This is an optimization exercise on Yosys and OpenROAD, whose aim is small area, a short achievable clock period and few clock cycles per item, not a production implementation. Only the layout flow was run in this run; the RTL was not checked for function there. Power is estimated from default activity; no workload was simulated.

[flow/flow/run.sh]
#!/bin/bash
# Standard ORFS layout (the standard.sh), with timing repair asked to reach a
# larger setup slack than the clock needs, so the layout runs faster, and the
# smallest buffer cell for the port buffers.  The clock period, SDC and all
# other settings are the standard flow's.
set -euo pipefail
export SETUP_SLACK_MARGIN=15
export BUFFER_PORTS_ARGS="-buffer_cell sky130_fd_sc_hd__buf_1"
bash standard.sh > standard_flow.log 2>&1
[flow/standard.sh]
#!/bin/bash
# synth_recipe.tcl (not shown) runs the flow's synth.tcl, then flattens the netlist and writes it again
# the make line also repeats each setting of config.mk as NAME=value (left out here)
make -C /OpenROAD-flow-scripts/flow DESIGN_CONFIG=/design/flow/config.mk WORK_HOME=/design/flow/orfs CLKGATE_MAP_FILE= SYNTH_SCRIPT=/design/flow/synth_recipe.tcl "${@:-finish}"
[flow/config.mk]
export PLATFORM = sky130hd
export DESIGN_NAME = dijkstra_mod
export DESIGN_NICKNAME = dijkstra_mod
export VERILOG_FILES = /design/flow/design.v
export SDC_FILE = /design/flow/constraint.sdc
export NUM_CORES = 4
export LEC_CHECK = 0
export CAP_MARGIN = 20
export CORE_MARGIN = 2
export CORE_UTILIZATION = 30
export SLEW_MARGIN = 20
export SYNTH_MEMORY_MAX_BITS = 65536
[flow/constraint.sdc]
create_clock -name core_clock -period 20.0 [get_ports {clk}]
set_input_delay 4.0000 -clock core_clock [delete_from_list [all_inputs] [get_ports {clk}]]
set_output_delay 4.0000 -clock core_clock [all_outputs]
set_load 0.01 [all_outputs]
[flow/design.v]
`timescale 1ns / 1ps
module dijkstra_mod(
    input clk,
    input rst,
    input start,
    input [7:0] src,
    input [7:0] dest,
    output reg path_ready,
    output reg [95:0] path
    );
  function [7:0] attach(input [7:0] c);
    begin
      attach = c;
      if (c[3:0] == 4'd0) attach[3:0] = 4'd1;
      else case (c[7:4])
        4'h0: attach[7:4] = 4'h1;
        4'h2: attach[7:4] = (c[3] | (c[2] & c[1])) ? 4'h1 : 4'h3;
        4'h4: attach[7:4] = 4'h3;
        4'h5: attach[7:4] = 4'h6;
        4'h7: attach[7:4] = 4'h6;
        4'h8: attach[7:4] = 4'h9;
        4'hA: attach[7:4] = (c[3] | (c[2] & c[1])) ? 4'hB : 4'h9;
        4'hC: attach[7:4] = 4'hB;
        default: ;
      endcase
    end
  endfunction
  function is_stub(input [7:0] c);
    is_stub = (c[3:0] == 4'd0) || !(c[7:4] == 4'h1 || c[7:4] == 4'h3 || c[7:4] == 4'h6 || c[7:4] == 4'h9 || c[7:4] == 4'hB);
  endfunction
  function [28:0] step(input [28:0] h, input [63:0] m);
    begin
      step[0] = h[1] & m[2] | h[5] & m[10];    
      step[1] = h[0] & m[0] | h[2] & m[4];    
      step[2] = h[1] & m[3] | h[3] & m[6];    
      step[3] = h[2] & m[5] | h[4] & m[8];    
      step[4] = h[3] & m[7] | h[18] & m[40];    
      step[5] = h[0] & m[1] | h[6] & m[13] | h[10] & m[21];    
      step[6] = h[5] & m[11] | h[7] & m[15];    
      step[7] = h[6] & m[14] | h[8] & m[17];    
      step[8] = h[7] & m[16] | h[9] & m[19];    
      step[9] = h[8] & m[18] | h[14] & m[30];    
      step[10] = h[5] & m[12] | h[11] & m[23] | h[19] & m[43];    
      step[11] = h[10] & m[22] | h[12] & m[26];    
      step[12] = h[11] & m[24] | h[13] & m[28];    
      step[13] = h[12] & m[27] | h[14] & m[31];    
      step[14] = h[9] & m[20] | h[13] & m[29] | h[15] & m[33] | h[23] & m[52];    
      step[15] = h[14] & m[32] | h[16] & m[36];    
      step[16] = h[15] & m[34] | h[17] & m[38];    
      step[17] = h[16] & m[37] | h[18] & m[41];    
      step[18] = h[4] & m[9] | h[17] & m[39] | h[28] & m[62];    
      step[19] = h[11] & m[25] | h[20] & m[46] | h[24] & m[54];    
      step[20] = h[19] & m[44] | h[21] & m[48];    
      step[21] = h[20] & m[47] | h[22] & m[50];    
      step[22] = h[21] & m[49] | h[23] & m[53];    
      step[23] = h[15] & m[35] | h[22] & m[51];    
      step[24] = h[19] & m[45] | h[25] & m[56];    
      step[25] = h[24] & m[55] | h[26] & m[58];    
      step[26] = h[25] & m[57] | h[27] & m[60];    
      step[27] = h[26] & m[59] | h[28] & m[63];    
      step[28] = h[18] & m[42] | h[27] & m[61];    
    end
  endfunction
  function [7:0] code(input [28:0] h);
    begin
      code[0] = h[0] | h[2] | h[4] | h[5] | h[7] | h[9] | h[10] | h[12] | h[14] | h[16] | h[18] | h[19] | h[21] | h[23] | h[24] | h[26] | h[28];
      code[1] = h[1] | h[2] | h[6] | h[7] | h[11] | h[12] | h[15] | h[16] | h[20] | h[21] | h[25] | h[26];
      code[2] = h[1] | h[2] | h[8] | h[9] | h[13] | h[14] | h[15] | h[16] | h[22] | h[23] | h[25] | h[26];
      code[3] = h[3] | h[4] | h[17] | h[18] | h[27] | h[28];
      code[4] = h[0] | h[1] | h[2] | h[3] | h[4] | h[5] | h[6] | h[7] | h[8] | h[9] | h[19] | h[20] | h[21] | h[22] | h[23] | h[24] | h[25] | h[26] | h[27] | h[28];
      code[5] = h[5] | h[6] | h[7] | h[8] | h[9] | h[10] | h[11] | h[12] | h[13] | h[14] | h[15] | h[16] | h[17] | h[18] | h[24] | h[25] | h[26] | h[27] | h[28];
      code[6] = h[10] | h[11] | h[12] | h[13] | h[14] | h[15] | h[16] | h[17] | h[18];
      code[7] = h[19] | h[20] | h[21] | h[22] | h[23] | h[24] | h[25] | h[26] | h[27] | h[28];
    end
  endfunction
  function [28:0] onehot(input [7:0] c);
    begin
      onehot[0] = c == 8'h11;
      onehot[1] = c == 8'h16;
      onehot[2] = c == 8'h17;
      onehot[3] = c == 8'h18;
      onehot[4] = c == 8'h19;
      onehot[5] = c == 8'h31;
      onehot[6] = c == 8'h32;
      onehot[7] = c == 8'h33;
      onehot[8] = c == 8'h34;
      onehot[9] = c == 8'h35;
      onehot[10] = c == 8'h61;
      onehot[11] = c == 8'h62;
      onehot[12] = c == 8'h63;
      onehot[13] = c == 8'h64;
      onehot[14] = c == 8'h65;
      onehot[15] = c == 8'h66;
      onehot[16] = c == 8'h67;
      onehot[17] = c == 8'h68;
      onehot[18] = c == 8'h69;
      onehot[19] = c == 8'h91;
      onehot[20] = c == 8'h92;
      onehot[21] = c == 8'h93;
      onehot[22] = c == 8'h94;
      onehot[23] = c == 8'h95;
      onehot[24] = c == 8'hB1;
      onehot[25] = c == 8'hB6;
      onehot[26] = c == 8'hB7;
      onehot[27] = c == 8'hB8;
      onehot[28] = c == 8'hB9;
    end
  endfunction
  function [63:0] preds(input [7:0] s);
    begin
      preds[0] = (s[1] & s[2] & ~s[5]) | (s[0] & s[3]) | (s[3] & ~s[5]);    
      preds[1] = (~s[3] & s[5]) | (~s[5] & s[7]) | (~s[0] & s[5]);    
      preds[2] = (~s[0] & ~s[1] & ~s[3] & s[5]) | (s[5] & ~s[6] & ~s[7]) | (~s[2] & ~s[3]);    
      preds[3] = (s[1] & s[2] & ~s[4]) | (s[0] & s[2] & ~s[4]) | (s[0] & s[1] & s[2]) | (s[2] & s[7]) | (s[3]);    
      preds[4] = (s[4] & s[5] & ~s[7]) | (~s[1] & ~s[2] & ~s[3]) | (~s[2] & ~s[3] & ~s[7]) | (~s[0] & s[1] & ~s[5]);    
      preds[5] = (s[0] & s[1] & s[7]) | (s[2] & s[6]) | (s[2] & s[7]) | (s[3]);    
      preds[6] = (~s[0] & s[1] & ~s[2] & ~s[4]) | (~s[0] & ~s[3] & s[4] & ~s[7]) | (~s[1] & ~s[2] & ~s[3]) | (s[1] & s[4] & ~s[7]);    
      preds[7] = (s[0] & s[1] & s[6]) | (s[0] & ~s[1] & s[2]) | (s[3] & s[6]) | (s[2] & s[6]) | (s[2] & s[7]) | (s[0] & s[3]) | (s[3] & s[7]) | (s[1] & s[7]);    
      preds[8] = (~s[1] & ~s[2] & ~s[3] & ~s[7]) | (s[1] & ~s[6] & ~s[7]) | (~s[0] & ~s[5] & ~s[7]);    
      preds[9] = (s[1] & ~s[4]) | (s[2] & s[5]) | (s[3] & ~s[4]) | (s[7]);    
      preds[10] = (~s[5] & ~s[7]);    
      preds[11] = (~s[1] & s[2] & s[4] & s[5]) | (s[1] & ~s[2] & s[4] & s[5]) | (s[0] & s[3] & s[5]) | (s[1] & s[2] & ~s[4]) | (s[0] & ~s[1] & s[2]) | (s[3] & ~s[4]);    
      preds[12] = (~s[0] & ~s[1] & s[2] & ~s[4]) | (~s[2] & ~s[3] & ~s[4]) | (~s[2] & ~s[3] & s[7]) | (~s[0] & s[7]) | (s[1] & s[7]);    
      preds[13] = (~s[0] & ~s[1] & s[2] & ~s[4]) | (~s[1] & ~s[2] & ~s[3]) | (s[1] & ~s[2] & ~s[4]) | (s[1] & s[2] & s[4]) | (~s[2] & ~s[5]) | (~s[0] & ~s[5]);    
      preds[14] = (s[0] & s[1] & s[4] & s[5] & ~s[7]) | (~s[1] & s[2] & s[4] & s[5]) | (s[1] & s[2] & ~s[4]) | (s[0] & ~s[1] & s[2]) | (s[3] & s[5]);    
      preds[15] = (~s[2] & ~s[3] & ~s[4]) | (~s[0] & s[1] & s[4]) | (~s[1] & ~s[2] & ~s[3]) | (~s[2] & ~s[5]) | (s[1] & ~s[5]);    
      preds[16] = (s[0] & s[2] & s[5]) | (s[2] & s[6]) | (s[3] & s[5]) | (~s[1] & s[2]);    
      preds[17] = (~s[1] & ~s[2] & ~s[3]) | (s[1] & s[4] & ~s[7]) | (~s[0] & ~s[2] & ~s[3]) | (~s[0] & s[3] & ~s[5]);    
      preds[18] = (s[0] & s[1] & s[6]) | (s[0] & s[1] & s[7]) | (s[0] & s[2] & s[5]) | (s[3] & s[5]) | (s[2] & s[7]) | (s[2] & s[6]) | (s[0] & s[3]);    
      preds[19] = (~s[1] & ~s[2] & ~s[3] & ~s[7]) | (~s[0] & ~s[3] & s[4] & ~s[7]) | (s[1] & s[4] & ~s[7]);    
      preds[20] = (s[2] & s[6]) | (s[1] & s[6]) | (s[7]) | (s[3]);    
      preds[21] = (~s[6] & ~s[7]);    
      preds[22] = (s[2] & ~s[4]) | (s[3] & ~s[4]) | (s[1] & ~s[4]) | (s[7]);    
      preds[23] = (~s[1] & ~s[2] & ~s[3] & ~s[7]) | (~s[0] & s[4] & ~s[7]) | (s[1] & s[4] & ~s[7]);    
      preds[24] = (s[0] & ~s[1] & s[2]) | (s[0] & s[1] & ~s[4]) | (s[2] & ~s[4]) | (s[3] & ~s[4]) | (s[0] & s[3]);    
      preds[25] = (~s[2] & ~s[3] & s[7]) | (s[1] & s[7]) | (~s[0] & s[7]);    
      preds[26] = (~s[0] & ~s[3] & ~s[5]) | (~s[1] & ~s[2] & ~s[3]) | (~s[0] & s[1] & ~s[2]) | (s[1] & ~s[6]);    
      preds[27] = (s[2] & s[5] & ~s[7]) | (s[0] & ~s[1] & s[2]) | (s[3]);    
      preds[28] = (~s[2] & ~s[3] & ~s[5]) | (~s[0] & s[1] & s[4]) | (~s[2] & ~s[3] & ~s[4]) | (~s[1] & ~s[2] & ~s[3]);    
      preds[29] = (s[0] & s[1] & s[4] & s[5]) | (s[1] & s[2] & ~s[4]) | (~s[1] & s[2] & s[4]) | (s[0] & s[2]) | (s[3]);    
      preds[30] = (~s[1] & ~s[3] & s[4] & ~s[7]) | (s[4] & s[5] & ~s[7]);    
      preds[31] = (~s[1] & ~s[2] & ~s[3] & s[7]) | (~s[0] & ~s[2] & ~s[3] & s[7]) | (~s[0] & ~s[1] & ~s[3] & s[6]) | (~s[2] & ~s[3] & s[6]);    
      preds[32] = (s[0] & s[1] & s[7]) | (s[1] & s[2]) | (s[2] & s[7]) | (s[3]);    
      preds[33] = (~s[1] & ~s[3] & s[5]) | (~s[1] & ~s[2] & ~s[3]) | (s[1] & ~s[2] & s[5]);    
      preds[34] = (s[1] & s[2] & ~s[6]) | (s[0] & s[1] & s[2]) | (s[3]);    
      preds[35] = (s[1] & ~s[2] & ~s[5]) | (~s[1] & s[2] & ~s[5]);    
      preds[36] = (~s[0] & s[2] & s[6]) | (~s[2] & ~s[3]) | (~s[1] & s[2]);    
      preds[37] = (s[1] & s[2] & s[4]) | (s[3]);    
      preds[38] = (~s[3] & s[6]) | (~s[1] & ~s[3]) | (~s[2] & ~s[3]);    
      preds[39] = (s[1] & s[2] & s[4]) | (s[0] & s[3]) | (s[3] & s[4]);    
      preds[40] = (~s[5] & ~s[7]);    
      preds[41] = (~s[3] & s[5] & ~s[7]) | (~s[2] & ~s[3] & s[5]) | (~s[5] & s[7]) | (~s[0] & s[6]);    
      preds[42] = (s[1] & s[5] & s[7]) | (s[3] & s[7]);    
      preds[43] = (~s[7]);    
      preds[44] = (~s[1] & s[2] & s[7]) | (s[1] & ~s[5] & s[7]);    
      preds[45] = (s[5] & s[7]);    
      preds[46] = (~s[0] & ~s[1] & ~s[3] & ~s[7]) | (~s[2] & ~s[3] & ~s[7]) | (s[1] & s[2] & s[4]) | (~s[0] & s[3] & s[4]) | (~s[1] & ~s[2] & s[7]);    
      preds[47] = (s[0] & s[1] & ~s[2] & ~s[5]) | (~s[1] & s[2] & ~s[5]) | (s[1] & s[2] & s[6]) | (s[0] & ~s[1] & s[2]) | (s[0] & s[3] & ~s[5]) | (s[3] & s[6]);    
      preds[48] = (~s[2] & ~s[3] & ~s[7]) | (s[1] & s[2] & s[4]) | (~s[0] & s[1] & s[7]) | (~s[1] & ~s[2] & s[7]);    
      preds[49] = (~s[1] & s[2]) | (s[3] & ~s[7]) | (s[2] & ~s[4]);    
      preds[50] = (~s[0] & s[1] & ~s[6]) | (~s[1] & ~s[2] & ~s[3]) | (~s[0] & ~s[2] & ~s[3]) | (~s[0] & ~s[2] & s[7]) | (s[1] & s[7]);    
      preds[51] = (s[0] & ~s[1] & s[2]) | (s[2] & s[5] & ~s[7]) | (s[0] & s[1] & ~s[7]) | (s[3] & ~s[7]) | (s[0] & s[3]);    
      preds[52] = (~s[7]) | (s[3]);    
      preds[53] = (~s[2] & ~s[3] & s[7]) | (~s[0] & s[2] & s[7]) | (s[1] & s[7]);    
      preds[54] = (~s[3] & ~s[7]) | (~s[3] & ~s[5]) | (~s[0] & ~s[7]);    
      preds[55] = (s[1] & s[2] & s[7]) | (s[3] & s[7]) | (s[0] & s[3]);    
      preds[56] = (~s[0] & ~s[1] & ~s[3]) | (~s[5] & s[7]) | (~s[2] & ~s[3]);    
      preds[57] = (s[0] & s[2] & s[5]) | (s[1] & s[2] & ~s[7]) | (s[3]);    
      preds[58] = (~s[0] & s[1] & s[7]) | (~s[5] & s[7]) | (~s[2] & ~s[3]);    
      preds[59] = (s[2] & ~s[7]) | (s[3]);    
      preds[60] = (~s[0] & s[2] & s[7]) | (~s[0] & s[1] & ~s[2]) | (~s[1] & ~s[2] & ~s[3]) | (s[1] & s[7]);    
      preds[61] = (s[0] & s[1] & ~s[7]) | (s[0] & ~s[1] & s[2]) | (s[0] & s[3]) | (s[2] & ~s[7]) | (s[3] & ~s[7]);    
      preds[62] = (~s[1] & s[2]) | (s[1] & ~s[7]) | (~s[5] & ~s[7]) | (s[3] & ~s[7]);    
      preds[63] = (~s[1] & ~s[2] & ~s[3] & s[5]) | (~s[2] & ~s[5] & s[7]) | (~s[0] & s[5] & s[7]) | (s[1] & s[7]);    
    end
  endfunction
  reg [7:0] hs_q;      
  reg [1:0] sd_q;      
  reg same_q;          
  reg [7:0] cur;       
  reg busy;
  reg [1:0] win;     
  wire [63:0] m = preds(hs_q);
  wire sstub = sd_q != 2'd0;
  wire [7:0] s_q = sd_q == 2'd1 ? {hs_q[7:4], 4'd0} : sd_q == 2'd2 ? {hs_q[7:4] - 4'd1, hs_q[3:0]}
                 : sd_q == 2'd3 ? {hs_q[7:4] + 4'd1, hs_q[3:0]} : hs_q;
  wire [28:0] h [0:4];
  wire [7:0] c [1:4];
  wire [4:0] nz;
  wire first = busy && !same_q && is_stub(cur);
  assign h[0] = busy ? onehot(cur) : 29'd0;
  assign h[1] = step(h[0], m) | (first ? onehot(attach(cur)) : 29'd0);
  assign h[2] = step(h[1], m);
  assign h[3] = step(h[2], m);
  assign h[4] = step(h[3], m);
  assign nz[0] = |h[0];
  assign nz[1] = |h[1];
  assign nz[2] = |h[2];
  assign nz[3] = |h[3];
  assign nz[4] = |h[4];
  assign c[1] = code(h[1]) | ((sstub && nz[0] && !nz[1]) ? s_q : 8'd0);
  assign c[2] = code(h[2]) | ((sstub && nz[1] && !nz[2]) ? s_q : 8'd0);
  assign c[3] = code(h[3]) | ((sstub && nz[2] && !nz[3]) ? s_q : 8'd0);
  assign c[4] = code(h[4]) | ((sstub && nz[3] && !nz[4]) ? s_q : 8'd0);
  wire fin = !nz[4] || c[4] == hs_q && !sstub || win == 2'd2;
  always @(posedge clk) begin
    if (rst) begin
      busy <= 1'b0;
      path_ready <= 1'b0;
    end else if (!busy) begin
      if (start) begin
        busy <= 1'b1;
        path_ready <= 1'b0;
        hs_q <= attach(src);
        sd_q <= !is_stub(src) ? 2'd0 : src[3:0] == 4'd0 ? 2'd1 : attach(src) > src ? 2'd2 : 2'd3;
        same_q <= src == dest;
        cur <= dest;
        win <= 2'd0;
        path[7:0] <= dest;
        path[1*8 +: 8] <= c[1];
        path[2*8 +: 8] <= c[2];
        path[3*8 +: 8] <= c[3];
        path[4*8 +: 8] <= c[4];
        path[5*8 +: 8] <= c[1];
        path[6*8 +: 8] <= c[2];
        path[7*8 +: 8] <= c[3];
        path[8*8 +: 8] <= c[4];
        path[9*8 +: 8] <= c[1];
        path[10*8 +: 8] <= c[2];
        path[11*8 +: 8] <= c[3];
      end
    end else begin
      cur <= c[4];
      win <= win + 2'd1;
      if (fin) begin
        busy <= 1'b0;
        path_ready <= 1'b1;
      end
      if (win == 2'd0) path[1*8 +: 8] <= c[1];
      if (win == 2'd0) path[2*8 +: 8] <= c[2];
      if (win == 2'd0) path[3*8 +: 8] <= c[3];
      if (win == 2'd0) path[4*8 +: 8] <= c[4];
      if (win == 2'd1) path[5*8 +: 8] <= c[1];
      if (win == 2'd1) path[6*8 +: 8] <= c[2];
      if (win == 2'd1) path[7*8 +: 8] <= c[3];
      if (win == 2'd1) path[8*8 +: 8] <= c[4];
      if (win == 2'd2) path[9*8 +: 8] <= c[1];
      if (win == 2'd2) path[10*8 +: 8] <= c[2];
      if (win == 2'd2) path[11*8 +: 8] <= c[3];
    end
  end
endmodule
==> results by group <==
Synthesis
  – Post-synthesis cell area: approximately 0.010 mm²
  – Most area-hungry cell type in the Yosys netlist: edfxtp_1
  – Mux cell area share after synthesis: 0.5002%
  – Synth top area share: 34.26%
  – Yosys warning count: 1
  – Synth Area in XOR/XNOR: 1.452%
  – Post-Synthesis Net Count: ~1,200
  – Async set or reset register ratio after synthesis: 0%
  – Ys flop type: edfxtp_1
  – Cells after synthesis: 1,196
  – Post-synthesis sequential area ratio: around a third
  – Syn avg cell area: between 8 and 9 µm²
  – Post-Synth Simple-Gate Area: a little over a quarter
  – Post-synthesis compound-gate area fraction: a little under a third
  – Synth area leaders: edfxtp_1, nand2_1, a21oi_1
  – Synthesized flop and latch total: ~120
  – Largest family of logic cells by synthesized area: compound AO/OA/AOI/OAI gates
  – Adder-Cell Fraction of Synth Area: under 10%
  – Post-synth cell types: between 90 and 100
  – Number of synthesized flops with an enable pin: around 120

Placement
  – RePlAce Congestion: between 1 and 1.5
  – Detailed placement HPWL: 42.77 mm
  – Placed cell area: approximately 0.011 mm²
  – Placed cells: 1,706
  – PortBufs: 115

Cells and area
  – Layout cells sized above 1: between 20% and 30%
  – Most common cell after layout, fill and taps aside: edfxtp_1
  – Final cell count without fillers: between 1,500 and 2,000
  – Commonest non-fill, non-tap cells in the layout: edfxtp_1, buf_1, buf_4, nand2_1, nor2_1
  – Design Area, Final: between 0.01 and 0.015 mm²
  – Area grow syn2layout: 31.44%
  – Final core utilization: between 40% and 50%
  – Nets: approximately 1,400
  – Fill cells: 3,365

Die
  – Die H: 188.9 µm
  – Core ar.: roughly 0.034 mm²
  – Die area: about 0.036 mm²
  – Starting density of the core: 30.51%
  – FP Rows: 67
  – IO Pins: approximately 120
  – Die width: 188.9 µm

Critical path
  – Reg2Reg Launch Point: hs_q[3]
  – Critical Path AT: ~5.7 ns
  – CP required: 20.17 ns
  – Worst R2R Path Depth: 16
  – Worst Setup Start Kind: input pin
  – Crit-path max FO: 4
  – CP endpoint kind: flop
  – Reg-to-Reg End: path_ready
  – CP Class: in -> reg
  – R2R setup slack: roughly 15 ns

Run
  – Max Cap Violations: 0

Clock tree
  – Clock buffer count from CTS: 17
  – Worst skew pair latency: ~0.42 ns
  – H-tree depth: 4
  – TritonCTS clock tree: yes
  – Clock Tree Buf Depth: 2
  – Sink Count: between 100 and 150
  – CTS root buf: clkbuf_16
  – Clock Pin Slew Worst Setup and Hold Paths: roughly 0.06 ns

Routing
  – DRC Markers: 0
  – Final ANT Viol Nets: 0
  – Average via count per standard cell: slightly below 7
  – Vias post-DR: roughly 13,000
  – Drt pass-1 iters: 8
  – Wirelength, routed: roughly 59 mm
  – Starting DRC count in detailed routing: between 2,000 and 2,500
  – Wirelength per Cell: 32.16 µm

Power and ir drop
  – Worst VDD drop: roughly 0.000056 V
  – PwrDens: 75.47 mW/mm²
  – Leakage power: approximately 4.9 nW
  – Power, Total: between 1 and 1.5 mW

Timing
  – Worst slew pin tran: ~1 ns
  – Final Hold Vio Count: 0
  – Setup TNS: 0 ns
  – Final setup fails: 0
  – Max Fclk: about 180 MHz
  – Clock Skews: 0.01755 ns
  – Worst slew margin: between 30% and 40%
  – Fin crit share: 27.49%
  – Min Tclk post-route: around 5.5 ns
  – RSZ-0062 raised after global routing: yes
  – Final Slew Violations: 0

Global routing
  – Vias in the first global route: between 10,000 and 15,000
  – Largest net degree at the start of global routing: 59
  – GRT Util Overall: approximately a third
  – Grt total ovfl: 0
  – First-pass GRT wire length: roughly 84 mm
  – Antenna violations before repair: 2

Hold path
  – Hold Startpoint: path_ready
  – Hold Crit Class: reg -> reg
  – WHS Endpoint: path_ready
  – Hold Path Depth: 2

Status
  – Status: timing/DRC/antenna clean
synthesized netlist by cell type (all sizes together), types with 8 or more instances:
master / number
nand4: 25
o21ai: 59
o21bai: 8
a22oi: 40
nor2: 90
buf: 38
o221ai: 10
or2: 18
a221o: 11
ha: 9
o22ai: 27
xnor2: 16
o211ai: 17
a21oi: 70
clkbuf: 46
and2: 24
nor3: 48
o2111ai: 11
nand3: 57
edfxtp: 117
inv: 28
nand2: 96
a21o: 25
a221oi: 10
and3: 14
a31oi: 16
a32oi: 8
nor2b: 22
nand2b: 18
a211oi: 19
nor4: 20
a22o: 14
nor4b: 8
a2111oi: 8
or3: 15
power by group:
group	internal (mW)	switching [mW]	total (mW)
combinational	0.119	0.250	0.369
sequential	0.319	0.0157	0.335
clock	0.190	0.123	0.313
total	0.629	0.389	1.02
cells by family (layout without fill, tap and decap cells):
logic type      Yosys count  after routing
other cells               0              1
buf+inv                 114            302
compound gates          428            430
fa+ha+maj                 9              9
xor+xnor                 17             17
mux                       5              5
flops                   119            119
simple gates            504            504
how the worst max path moves through the flow:
stage                     startpoint        to  slack (ns)  depth (start not counted)
after floorplan               src[0]   sd_q[0]       14.31                         10
after global placement       hs_q[2]  path[39]       13.65                         13
after detailed placement     hs_q[2]  path[39]       13.73                         13
after CTS                     src[0]   sd_q[0]       14.44                         11
after global routing          src[2]   sd_q[0]       14.37                         11
final                         src[2]   sd_q[0]       14.50                         11
sequential cells by signal, indices dropped and copies added (netlist names):
name	count
path_ready	1
cur	8
hs_q	8
busy	1
same_q	1
sd_q	2
path	96
win	2
metal layers:
metal	part of all wire, %	GRT usage [%]	vias to the layer above
li1	-	-	5138
met1	38	41.32	6051
met2	41	46.93	1109
met3	13	9.509	333
met4	8.3	21.12	0
met5	0	0	-
worst max-delay path, stage by stage:
cell and delay, ns:
buf_8 0.11, nor4_4 0.31, buf_4 0.17, a21oi_1 0.04
o22a_1 0.20, ha_1 0.29, a21o_1 0.11, a21o_1 0.11
a21oi_2 0.05, a41oi_1 0.19, o21bai_1 0.09
metrics by stage:
stage               hold slack [ns]  worst slack [ns]
CTS                          0.5110             14.44
floorplan                    0.5096             14.31
detailed placement           0.5089             13.73
global route                 0.5544             14.37
global placement             0.5073             13.65
finish                       0.5473             14.50
timing repair:
item,CTS,global route
cloned,5,3
setup buffers,72,16
endpoints found under the setup margin,99,110
resized for setup,136,62
hold buffers,0,0
pin swaps,47,27
cell type report:
cell class,instances,area [µm²],share of cell area (%)
Antenna cell,1,2.502,0.01856
Clock buffer,21,460.4,3.416
Clock inverter,11,126.4,0.9375
Inverter,30,127.6,0.9468
Multi-Input combinational cell,965,6998,51.92
Sequential cell,119,3555,26.37
Tap cell,448,560.5,4.159
Timing Repair Buffer,240,1649,12.23

what the ideal ports hide:
The flow's constraints put no driver on any port. The routed layout listed below was extracted and timed again, unchanged, in two steps. Step 1: set_driving_cell puts a clkbuf_16 on clk and a buf_2 on each other input, an assumption about the parent block. Step 2 adds t to the input delays and takes it off the output delays; t is the mean of the earliest and latest rising clock arrival at the registers after step 1. Input paths then give back, and output paths get back, about the clock's delay inside the block. Slacks: no drivers / after step 1 / after step 2; pairs: no drivers / after step 1.
shift t [ns]: 0.467
slack for setup (ns): 14.502 / 14.507 / 14.040
worst setup path at the end: input to register
cell pins on the clock port's net: 1
After both steps setup and hold are still met in this run. The setup slack of this run moves by +0.005 ns with the drivers and by -0.462 ns with both steps.
